Background: an optimization exercise with open tools, aiming at small area and a short achievable clock period. Do not read the settings as production practice.
RTL that was checked went through simulation tests only; none was proved equivalent to the original.
Power figures rest on the tool's default switching activity, not on a simulated workload.

## DSP
module DSP(A, B, C, D, clk, rst_n, P);
input  [17:0] A, B, D;
input  [47:0] C;
input clk, rst_n;
output reg [47:0] P;
reg  [17:0] s1, s2, s3, a1;
reg  [4:0] ah;
reg  [30:0] y0;
reg  [30:0] y1;
reg  [30:0] y2;
reg  [47:0] z0;
reg  [47:0] z1;
reg  [13:0] zl;
wire pp1;
wire pp2;
wire pp3;
wire pp4;
wire pp5;
wire pp6;
wire pp7;
wire pp8;
wire pp9;
wire pp10;
wire pp11;
wire pp12;
wire pp13;
wire pp14;
wire pp15;
wire pp16;
wire pp17;
wire pp18;
wire pp19;
wire pp20;
wire pp21;
wire pp22;
wire pp23;
wire pp24;
wire pp25;
wire pp26;
wire pp27;
wire pp28;
wire pp29;
wire pp30;
wire pp31;
wire pp32;
wire pp33;
wire pp34;
wire pp35;
wire pp36;
wire pp37;
wire pp38;
wire pp39;
wire pp40;
wire pp41;
wire pp42;
wire pp43;
wire pp44;
wire pp45;
wire pp46;
wire pp47;
wire pp48;
wire pp49;
wire pp50;
wire pp51;
wire pp52;
wire pp53;
wire pp54;
wire pp55;
wire pp56;
wire pp57;
wire pp58;
wire pp59;
wire pp60;
wire pp61;
wire pp62;
wire pp63;
wire pp64;
wire pp65;
wire pp66;
wire pp67;
wire pp68;
wire pp69;
wire pp70;
wire pp71;
wire pp72;
wire pp73;
wire pp74;
wire pp75;
wire pp76;
wire pp77;
wire pp78;
wire pp79;
wire pp80;
wire pp81;
wire pp82;
wire pp83;
wire pp84;
wire pp85;
wire pp86;
wire pp87;
wire pp88;
wire pp89;
wire pp90;
wire pp91;
wire pp92;
wire pp93;
wire pp94;
wire pp95;
wire pp96;
wire pp97;
wire pp98;
wire pp99;
wire pp100;
wire pp101;
wire pp102;
wire pp103;
wire pp104;
wire pp105;
wire pp106;
wire pp107;
wire pp108;
wire pp109;
wire pp110;
wire pp111;
wire pp112;
wire pp113;
wire pp114;
wire pp115;
wire pp116;
wire pp117;
wire pp118;
wire pp119;
wire pp120;
wire pp121;
wire pp122;
wire pp123;
wire pp124;
wire pp125;
wire pp126;
wire pp127;
wire pp128;
wire pp129;
wire pp130;
wire pp131;
wire pp132;
wire pp133;
wire pp134;
wire pp135;
wire pp136;
wire pp137;
wire pp138;
wire pp139;
wire pp140;
wire pp141;
wire pp142;
wire pp143;
wire pp144;
wire pp145;
wire pp146;
wire pp147;
wire pp148;
wire pp149;
wire pp150;
wire pp151;
wire pp152;
wire pp153;
wire pp154;
wire pp155;
wire pp156;
wire pp157;
wire pp158;
wire pp159;
wire pp160;
wire pp161;
wire pp162;
wire pp163;
wire pp164;
wire pp165;
wire pp166;
wire pp167;
wire pp168;
wire pp169;
wire pp170;
wire pp171;
wire pp172;
wire pp173;
wire pp174;
wire pp175;
wire pp176;
wire pp177;
  ...
Settings: LEC_CHECK=0, CAP_MARGIN=20, CORE_MARGIN=2, CORE_UTILIZATION=40, CTS_BUF_LIST=sky130_fd_sc_hd__clkbuf_16, CTS_CLUSTER_DIAMETER=200, CTS_CLUSTER_SIZE=24, SETUP_SLACK_MARGIN=4.0, SLEW_MARGIN=20, SYNTH_HIERARCHICAL=1; clock period 7.0 ns.
standard.sh (not shown) runs the stock make flow with config.mk's settings and CLKGATE_MAP_FILE= SYNTH_SCRIPT=/design/flow/synth_recipe.tcl, a recipe that flattens the netlist after the stock synthesis.
==> flow/flow/run.sh <==
#!/bin/bash
# The standard layout, with two changes to how it is made:
#  - the port buffers are plain sky130 buf_1 cells (the default pick is a slow delay cell),
#  - timing repair may swap cells across footprints (so it can resize those buffers).
set -euo pipefail
bash standard.sh "BUFFER_PORTS_ARGS=-buffer_cell sky130_fd_sc_hd__buf_1" MATCH_CELL_FOOTPRINT=0 finish > standard.log 2>&1
==> next run, changes <==
--- a/flow/design.v
+++ b/flow/design.v
@@ -7,13 +7,13 @@
 reg  [4:0] ah;
 reg  [30:0] y0;
 reg  [30:0] y1;
 reg  [30:0] y2;
 reg  [47:0] z0;
 reg  [47:0] z1;
-reg  [13:0] zl;
+reg  [9:0] zl;
 wire pp1;
 wire pp2;
 wire pp3;
 wire pp4;
 wire pp5;
 wire pp6;
@@ -1671,12 +1671,16 @@
     y2[23] <= yfs390;
     y2[24] <= yfc390;
     y2[25] <= yfs392;
     y2[26] <= yfc392;
     y2[27] <= yfc393;
     y2[28] <= yfc394;
+    z0[9] <= zfc604;
+    z0[10] <= zfc605;
+    z0[11] <= zfc606;
+    z0[12] <= zfc607;
     z0[13] <= zfc608;
     z0[14] <= zfc609;
     z0[15] <= zfc610;
     z0[16] <= zfc611;
     z0[17] <= zfc612;
     z0[18] <= zfc613;
@@ -1706,12 +1710,16 @@
     z0[42] <= C[42];
     z0[43] <= C[43];
     z0[44] <= C[44];
     z0[45] <= C[45];
     z0[46] <= C[46];
     z0[47] <= C[47];
+    z1[9] <= zfs605;
+    z1[10] <= zfs606;
+    z1[11] <= zfs607;
+    z1[12] <= zfs608;
     z1[13] <= zfs609;
     z1[14] <= zfs610;
     z1[15] <= zfs611;
     z1[16] <= zfs612;
     z1[17] <= zfs613;
     z1[18] <= zfs614;
@@ -1729,14 +1737,14 @@
     z1[30] <= zfs626;
     z1[31] <= zfc626;
     z1[32] <= zfs628;
     z1[33] <= zfc628;
     z1[34] <= zfc629;
     z1[35] <= zfc630;
-    zl <= {1'b0, {zfc607, zfc606, zfc605, zfc604, zfc603, zfc602, zfc601, zfc600, zfc599, zfc598, zhc597, zhs597, y0[0]}} + {1'b0, {zfs608, zfs607, zfs606, zfs605, zfs604, zfs603, zfs602, zfs601, zfs600, zfs599, zfs598, C[1], C[0]}};
-    P <= {z0[47:13] + z1[47:13] + zl[13], zl[12:0]};
+    zl <= {1'b0, {zfc603, zfc602, zfc601, zfc600, zfc599, zfc598, zhc597, zhs597, y0[0]}} + {1'b0, {zfs604, zfs603, zfs602, zfs601, zfs600, zfs599, zfs598, C[1], C[0]}};
+    P <= {z0[47:9] + z1[47:9] + zl[9], zl[8:0]};
     y0[30] <= 1'b0;
     y1[0] <= 1'b0;
     y1[29] <= 1'b0;
     y1[30] <= 1'b0;
     y2[0] <= 1'b0;
     y2[1] <= 1'b0;
@@ -1748,29 +1756,21 @@
     z0[3] <= 1'b0;
     z0[4] <= 1'b0;
     z0[5] <= 1'b0;
     z0[6] <= 1'b0;
     z0[7] <= 1'b0;
     z0[8] <= 1'b0;
-    z0[9] <= 1'b0;
-    z0[10] <= 1'b0;
-    z0[11] <= 1'b0;
-    z0[12] <= 1'b0;
     z1[0] <= 1'b0;
     z1[1] <= 1'b0;
     z1[2] <= 1'b0;
     z1[3] <= 1'b0;
     z1[4] <= 1'b0;
     z1[5] <= 1'b0;
     z1[6] <= 1'b0;
     z1[7] <= 1'b0;
     z1[8] <= 1'b0;
-    z1[9] <= 1'b0;
-    z1[10] <= 1'b0;
-    z1[11] <= 1'b0;
-    z1[12] <= 1'b0;
     z1[36] <= 1'b0;
     z1[37] <= 1'b0;
     z1[38] <= 1'b0;
     z1[39] <= 1'b0;
     z1[40] <= 1'b0;
     z1[41] <= 1'b0;
Wire length increases by 4.3%; power decreases by 1.6%; die area increases by 1.3%; clock power increases by about 2%; final cell count increases by 1.5%; cell area increases by 0.79%; via count increases by 3.3%; maximum frequency increases by 0.61%; global-route usage increases by 0.46 points; area after synthesis increases by 1.4%; synthesized cell count increases by 2.6%; setup slack improves by 0.018 ns; clock-buffer cell count does not change.

========
Starting RTL as in the previous note.
Design DSP, start of the top module:
module DSP(A, B, C, D, clk, rst_n, P);
input  [17:0] A, B, D;
input  [47:0] C;
input clk, rst_n;
output reg [47:0] P;
reg  [17:0] s1, s2, s3, a1;
reg  [4:0] ah;
reg  [30:0] y0;
reg  [30:0] y1;
reg  [30:0] y2;
reg  [47:0] z0;
reg  [47:0] z1;
reg  [13:0] zl;
wire pp1;
wire pp2;
wire pp3;
wire pp4;
wire pp5;
wire pp6;
wire pp7;
wire pp8;
wire pp9;
wire pp10;
wire pp11;
wire pp12;
wire pp13;
wire pp14;
wire pp15;
wire pp16;
wire pp17;
wire pp18;
wire pp19;
wire pp20;
wire pp21;
wire pp22;
wire pp23;
wire pp24;
wire pp25;
wire pp26;
wire pp27;
wire pp28;
wire pp29;
wire pp30;
wire pp31;
wire pp32;
wire pp33;
wire pp34;
wire pp35;
wire pp36;
wire pp37;
wire pp38;
wire pp39;
wire pp40;
wire pp41;
wire pp42;
wire pp43;
wire pp44;
wire pp45;
wire pp46;
wire pp47;
wire pp48;
wire pp49;
wire pp50;
wire pp51;
wire pp52;
wire pp53;
wire pp54;
wire pp55;
wire pp56;
wire pp57;
wire pp58;
wire pp59;
wire pp60;
wire pp61;
wire pp62;
wire pp63;
wire pp64;
wire pp65;
wire pp66;
wire pp67;
wire pp68;
wire pp69;
wire pp70;
wire pp71;
wire pp72;
wire pp73;
wire pp74;
wire pp75;
wire pp76;
wire pp77;
wire pp78;
wire pp79;
wire pp80;
wire pp81;
wire pp82;
wire pp83;
wire pp84;
wire pp85;
wire pp86;
wire pp87;
wire pp88;
wire pp89;
wire pp90;
wire pp91;
wire pp92;
wire pp93;
wire pp94;
wire pp95;
wire pp96;
wire pp97;
wire pp98;
wire pp99;
wire pp100;
wire pp101;
wire pp102;
wire pp103;
wire pp104;
wire pp105;
wire pp106;
wire pp107;
wire pp108;
wire pp109;
wire pp110;
wire pp111;
wire pp112;
wire pp113;
wire pp114;
wire pp115;
wire pp116;
wire pp117;
wire pp118;
wire pp119;
wire pp120;
wire pp121;
wire pp122;
wire pp123;
wire pp124;
wire pp125;
wire pp126;
wire pp127;
wire pp128;
wire pp129;
wire pp130;
wire pp131;
wire pp132;
wire pp133;
wire pp134;
wire pp135;
wire pp136;
wire pp137;
wire pp138;
  ...
==> flow/config.mk <==
export PLATFORM = sky130hd
export DESIGN_NAME = DSP
export DESIGN_NICKNAME = DSP
export VERILOG_FILES = /design/flow/design.v
export SDC_FILE = /design/flow/constraint.sdc
export NUM_CORES = 4
export LEC_CHECK = 0
export CAP_MARGIN = 20
export CORE_MARGIN = 2
export CORE_UTILIZATION = 40
export CTS_BUF_LIST = sky130_fd_sc_hd__clkbuf_16
export CTS_CLUSTER_DIAMETER = 200
export CTS_CLUSTER_SIZE = 30
export SETUP_SLACK_MARGIN = 4.0
export SLEW_MARGIN = 20
export SYNTH_HIERARCHICAL = 1
==> flow/constraint.sdc <==
create_clock -name core_clock -period 7.0 [get_ports {clk}]
set_input_delay 1.4000 -clock core_clock [delete_from_list [all_inputs] [get_ports {clk}]]
set_output_delay 1.4000 -clock core_clock [all_outputs]
set_load 0.01 [all_outputs]
Scripts as last shown in full above: flow/flow/run.sh
Change:
--- a/flow/design.v
+++ b/flow/design.v
@@ -6,15 +6,14 @@
 reg  [17:0] s1, s2, s3, a1;
 reg  [4:0] ah;
 reg  [30:0] y0;
 reg  [30:0] y1;
 reg  [30:0] y2;
 reg  [47:0] z0;
 reg  [47:0] z1;
-reg  [13:0] zl;
 wire pp1;
 wire pp2;
 wire pp3;
 wire pp4;
 wire pp5;
 wire pp6;
 wire pp7;
@@ -1583,15 +1582,14 @@
   if (!rst_n) begin
     P <= 0;
     y0 <= 0;
     y1 <= 0;
     y2 <= 0;
     z0 <= 0;
     z1 <= 0;
-    zl <= 0;
   end else begin
     y0[0] <= pp1;
     y0[1] <= pp19;
     y0[2] <= pp20;
     y0[3] <= pp4;
     y0[4] <= yhc370;
     y0[5] <= yfc371;
@@ -1670,14 +1668,27 @@
     y2[22] <= yfs389;
     y2[23] <= yfs390;
     y2[24] <= yfc390;
     y2[25] <= yfs392;
     y2[26] <= yfc392;
     y2[27] <= yfc393;
     y2[28] <= yfc394;
+    z0[0] <= y0[0];
+    z0[1] <= zhs597;
+    z0[2] <= zhc597;
+    z0[3] <= zfc598;
+    z0[4] <= zfc599;
+    z0[5] <= zfc600;
+    z0[6] <= zfc601;
+    z0[7] <= zfc602;
+    z0[8] <= zfc603;
+    z0[9] <= zfc604;
+    z0[10] <= zfc605;
+    z0[11] <= zfc606;
+    z0[12] <= zfc607;
     z0[13] <= zfc608;
     z0[14] <= zfc609;
     z0[15] <= zfc610;
     z0[16] <= zfc611;
     z0[17] <= zfc612;
     z0[18] <= zfc613;
     z0[19] <= zfc614;
@@ -1705,14 +1716,27 @@
     z0[41] <= C[41];
     z0[42] <= C[42];
     z0[43] <= C[43];
     z0[44] <= C[44];
     z0[45] <= C[45];
     z0[46] <= C[46];
     z0[47] <= C[47];
+    z1[0] <= C[0];
+    z1[1] <= C[1];
+    z1[2] <= zfs598;
+    z1[3] <= zfs599;
+    z1[4] <= zfs600;
+    z1[5] <= zfs601;
+    z1[6] <= zfs602;
+    z1[7] <= zfs603;
+    z1[8] <= zfs604;
+    z1[9] <= zfs605;
+    z1[10] <= zfs606;
+    z1[11] <= zfs607;
+    z1[12] <= zfs608;
     z1[13] <= zfs609;
     z1[14] <= zfs610;
     z1[15] <= zfs611;
     z1[16] <= zfs612;
     z1[17] <= zfs613;
     z1[18] <= zfs614;
     z1[19] <= zfs615;
@@ -1728,50 +1752,23 @@
     z1[29] <= zfs625;
     z1[30] <= zfs626;
     z1[31] <= zfc626;
     z1[32] <= zfs628;
     z1[33] <= zfc628;
     z1[34] <= zfc629;
     z1[35] <= zfc630;
-    zl <= {1'b0, {zfc607, zfc606, zfc605, zfc604, zfc603, zfc602, zfc601, zfc600, zfc599, zfc598, zhc597, zhs597, y0[0]}} + {1'b0, {zfs608, zfs607, zfs606, zfs605, zfs604, zfs603, zfs602, zfs601, zfs600, zfs599, zfs598, C[1], C[0]}};
-    P <= {z0[47:13] + z1[47:13] + zl[13], zl[12:0]};
+    P <= z0 + z1;
     y0[30] <= 1'b0;
     y1[0] <= 1'b0;
     y1[29] <= 1'b0;
     y1[30] <= 1'b0;
     y2[0] <= 1'b0;
     y2[1] <= 1'b0;
     y2[29] <= 1'b0;
     y2[30] <= 1'b0;
-    z0[0] <= 1'b0;
-    z0[1] <= 1'b0;
-    z0[2] <= 1'b0;
-    z0[3] <= 1'b0;
-    z0[4] <= 1'b0;
-    z0[5] <= 1'b0;
-    z0[6] <= 1'b0;
-    z0[7] <= 1'b0;
-    z0[8] <= 1'b0;
-    z0[9] <= 1'b0;
-    z0[10] <= 1'b0;
-    z0[11] <= 1'b0;
-    z0[12] <= 1'b0;
-    z1[0] <= 1'b0;
-    z1[1] <= 1'b0;
-    z1[2] <= 1'b0;
-    z1[3] <= 1'b0;
-    z1[4] <= 1'b0;
-    z1[5] <= 1'b0;
-    z1[6] <= 1'b0;
-    z1[7] <= 1'b0;
-    z1[8] <= 1'b0;
-    z1[9] <= 1'b0;
-    z1[10] <= 1'b0;
-    z1[11] <= 1'b0;
-    z1[12] <= 1'b0;
     z1[36] <= 1'b0;
     z1[37] <= 1'b0;
     z1[38] <= 1'b0;
     z1[39] <= 1'b0;
     z1[40] <= 1'b0;
     z1[41] <= 1'b0;
     z1[42] <= 1'b0;
Result: Wire length rose by a little under a tenth. Total power fell slightly. Sequential power rose by a few percent. Final area rose by a few percent. Die area rose by a few percent. Area after synthesis rose by a few percent. Hold slack improved by 0.0036 ns. Fmax barely changes.

========
## north
Another version of the RTL of DSP (not shown whole).
Size: about 1500 cells after synthesis, ~150 I/O pins, about 18000 um^2 of cells after synthesis.
==> flow/config.mk <==
export PLATFORM = sky130hd
export DESIGN_NAME = DSP
export DESIGN_NICKNAME = DSP
export VERILOG_FILES = /design/flow/design.v
export SDC_FILE = /design/flow/constraint.sdc
export NUM_CORES = 4
export LEC_CHECK = 0
export CAP_MARGIN = 20
export CORE_MARGIN = 2
export CORE_UTILIZATION = 40
export CTS_BUF_LIST = sky130_fd_sc_hd__clkbuf_16
export CTS_CLUSTER_DIAMETER = 200
export CTS_CLUSTER_SIZE = 30
export SETUP_SLACK_MARGIN = 4.0
export SLEW_MARGIN = 20
export SYNTH_HIERARCHICAL = 1
==> flow/constraint.sdc <==
create_clock -name core_clock -period 7.0 [get_ports {clk}]
set_input_delay 1.4000 -clock core_clock [delete_from_list [all_inputs] [get_ports {clk}]]
set_output_delay 1.4000 -clock core_clock [all_outputs]
set_load 0.01 [all_outputs]
Scripts as last shown in full above: flow/flow/run.sh
## Diff of input files: south against north
diff --git a/flow/design.v b/flow/design.v
--- a/flow/design.v
+++ b/flow/design.v
@@ -6,14 +6,15 @@
 reg  [17:0] s1n, s2n, s3n, a1n;
 reg  [4:0] ahn;
 reg  [30:0] y0;
 reg  [30:0] y1;
 reg  [30:0] y2;
 reg  [47:0] z0;
 reg  [47:0] z1;
+reg  [9:0] zl;
 wire pp1;
 wire pp2;
 wire pp3;
 wire pp4;
 wire pp5;
 wire pp6;
 wire pp7;
@@ -1582,14 +1583,15 @@
   if (!rst_n) begin
     P <= 0;
     y0 <= 0;
     y1 <= 0;
     y2 <= 0;
     z0 <= 0;
     z1 <= 0;
+    zl <= 0;
   end else begin
     y0[0] <= pp1;
     y0[1] <= pp19;
     y0[2] <= pp20;
     y0[3] <= pp4;
     y0[4] <= yhc370;
     y0[5] <= yfc371;
@@ -1668,23 +1670,14 @@
     y2[22] <= yfs389;
     y2[23] <= yfs390;
     y2[24] <= yfc390;
     y2[25] <= yfs392;
     y2[26] <= yfc392;
     y2[27] <= yfc393;
     y2[28] <= yfc394;
-    z0[0] <= y0[0];
-    z0[1] <= zhs597;
-    z0[2] <= zhc597;
-    z0[3] <= zfc598;
-    z0[4] <= zfc599;
-    z0[5] <= zfc600;
-    z0[6] <= zfc601;
-    z0[7] <= zfc602;
-    z0[8] <= zfc603;
     z0[9] <= zfc604;
     z0[10] <= zfc605;
     z0[11] <= zfc606;
     z0[12] <= zfc607;
     z0[13] <= zfc608;
     z0[14] <= zfc609;
     z0[15] <= zfc610;
@@ -1716,23 +1709,14 @@
     z0[41] <= C[41];
     z0[42] <= C[42];
     z0[43] <= C[43];
     z0[44] <= C[44];
     z0[45] <= C[45];
     z0[46] <= C[46];
     z0[47] <= C[47];
-    z1[0] <= C[0];
-    z1[1] <= C[1];
-    z1[2] <= zfs598;
-    z1[3] <= zfs599;
-    z1[4] <= zfs600;
-    z1[5] <= zfs601;
-    z1[6] <= zfs602;
-    z1[7] <= zfs603;
-    z1[8] <= zfs604;
     z1[9] <= zfs605;
     z1[10] <= zfs606;
     z1[11] <= zfs607;
     z1[12] <= zfs608;
     z1[13] <= zfs609;
     z1[14] <= zfs610;
     z1[15] <= zfs611;
@@ -1752,23 +1736,42 @@
     z1[29] <= zfs625;
     z1[30] <= zfs626;
     z1[31] <= zfc626;
     z1[32] <= zfs628;
     z1[33] <= zfc628;
     z1[34] <= zfc629;
     z1[35] <= zfc630;
-    P <= z0 + z1;
+    zl <= {1'b0, {zfc603, zfc602, zfc601, zfc600, zfc599, zfc598, zhc597, zhs597, y0[0]}} + {1'b0, {zfs604, zfs603, zfs602, zfs601, zfs600, zfs599, zfs598, C[1], C[0]}};
+    P <= {z0[47:9] + z1[47:9] + zl[9], zl[8:0]};
     y0[30] <= 1'b0;
     y1[0] <= 1'b0;
     y1[29] <= 1'b0;
     y1[30] <= 1'b0;
     y2[0] <= 1'b0;
     y2[1] <= 1'b0;
     y2[29] <= 1'b0;
     y2[30] <= 1'b0;
+    z0[0] <= 1'b0;
+    z0[1] <= 1'b0;
+    z0[2] <= 1'b0;
+    z0[3] <= 1'b0;
+    z0[4] <= 1'b0;
+    z0[5] <= 1'b0;
+    z0[6] <= 1'b0;
+    z0[7] <= 1'b0;
+    z0[8] <= 1'b0;
+    z1[0] <= 1'b0;
+    z1[1] <= 1'b0;
+    z1[2] <= 1'b0;
+    z1[3] <= 1'b0;
+    z1[4] <= 1'b0;
+    z1[5] <= 1'b0;
+    z1[6] <= 1'b0;
+    z1[7] <= 1'b0;
+    z1[8] <= 1'b0;
     z1[36] <= 1'b0;
     z1[37] <= 1'b0;
     z1[38] <= 1'b0;
     z1[39] <= 1'b0;
     z1[40] <= 1'b0;
     z1[41] <= 1'b0;
     z1[42] <= 1'b0;
Findings:
No run among north and south stopped early or left any final violation; all are clean.
There was hardly any difference in simple-gate area share of the yosys netlist between south and north.
As far as number of design rule violations left after detail routing goes, north and south are indistinguishable; the numbers are identical.
Summary of south over north: combinational fraction of design power decreased by 0.3 points relative to the old numbers, growth of design area from synthesis to finish increased by 1.3 points relative to the old numbers.
Looking at largest net degree at the start of global routing, south sits 4.1% below north.
Taking north as the reference, in south share of async-settable or async-resettable flops after synthesis went down by 0.34 points; fraction of area in registers went down by 0.24 points; post-CTS repair timing setup buffer count went up by 8.
Changes observed in south relative to north: average size of a mapped cell +about 0.6%; fraction of area in clock buffers and inverters ~0 delta.
No run of this note included a check of the RTL's function; only the layout flow was run.

[static timing again, ports no longer ideal]
In the flow no input, the clock included, has a driving cell. The finished layouts below were timed again as built, in two steps.
Step 1: set_driving_cell puts a clkbuf_16 on clk and a buf_2 on each other input, an assumption about the parent block.
Step 2 moves the port delays by t, midway between the first and last clock arrival at a register: inputs arrive t later, outputs are due t later. That takes back most of the time a late clock gives input paths.
Three values: ideal ports, drivers, drivers and shift; two values: the first two.
run	shift t [ns]	slack for setup (ns)	clock arrival spread, ns	worst slew at a driven data input, ns	cell pins on the clock port's net
the first run of note 1	0.540	4.050 / 4.055 / 3.536	0.016 / 0.017	0.07	1
the second run of note 1	0.566	4.068 / 4.068 / 3.556	0.025 / 0.025	0.07	1
the first run of note 2	0.543	4.038 / 4.038 / 3.534	0.036 / 0.036	0.06	1
the second run of note 2	0.556	4.033 / 4.033 / 3.556	0.034 / 0.034	0.04	1
north	0.544	4.026 / 4.026 / 3.556	0.024 / 0.023	0.04	1
south	0.549	3.983 / 3.983 / 3.609	0.037 / 0.037	0.06	1
After both steps setup and hold are still met in every run listed. For the first run of note 1, which loses most, drivers alone change the setup slack by +0.005 ns; drivers and shift together by -0.514 ns.
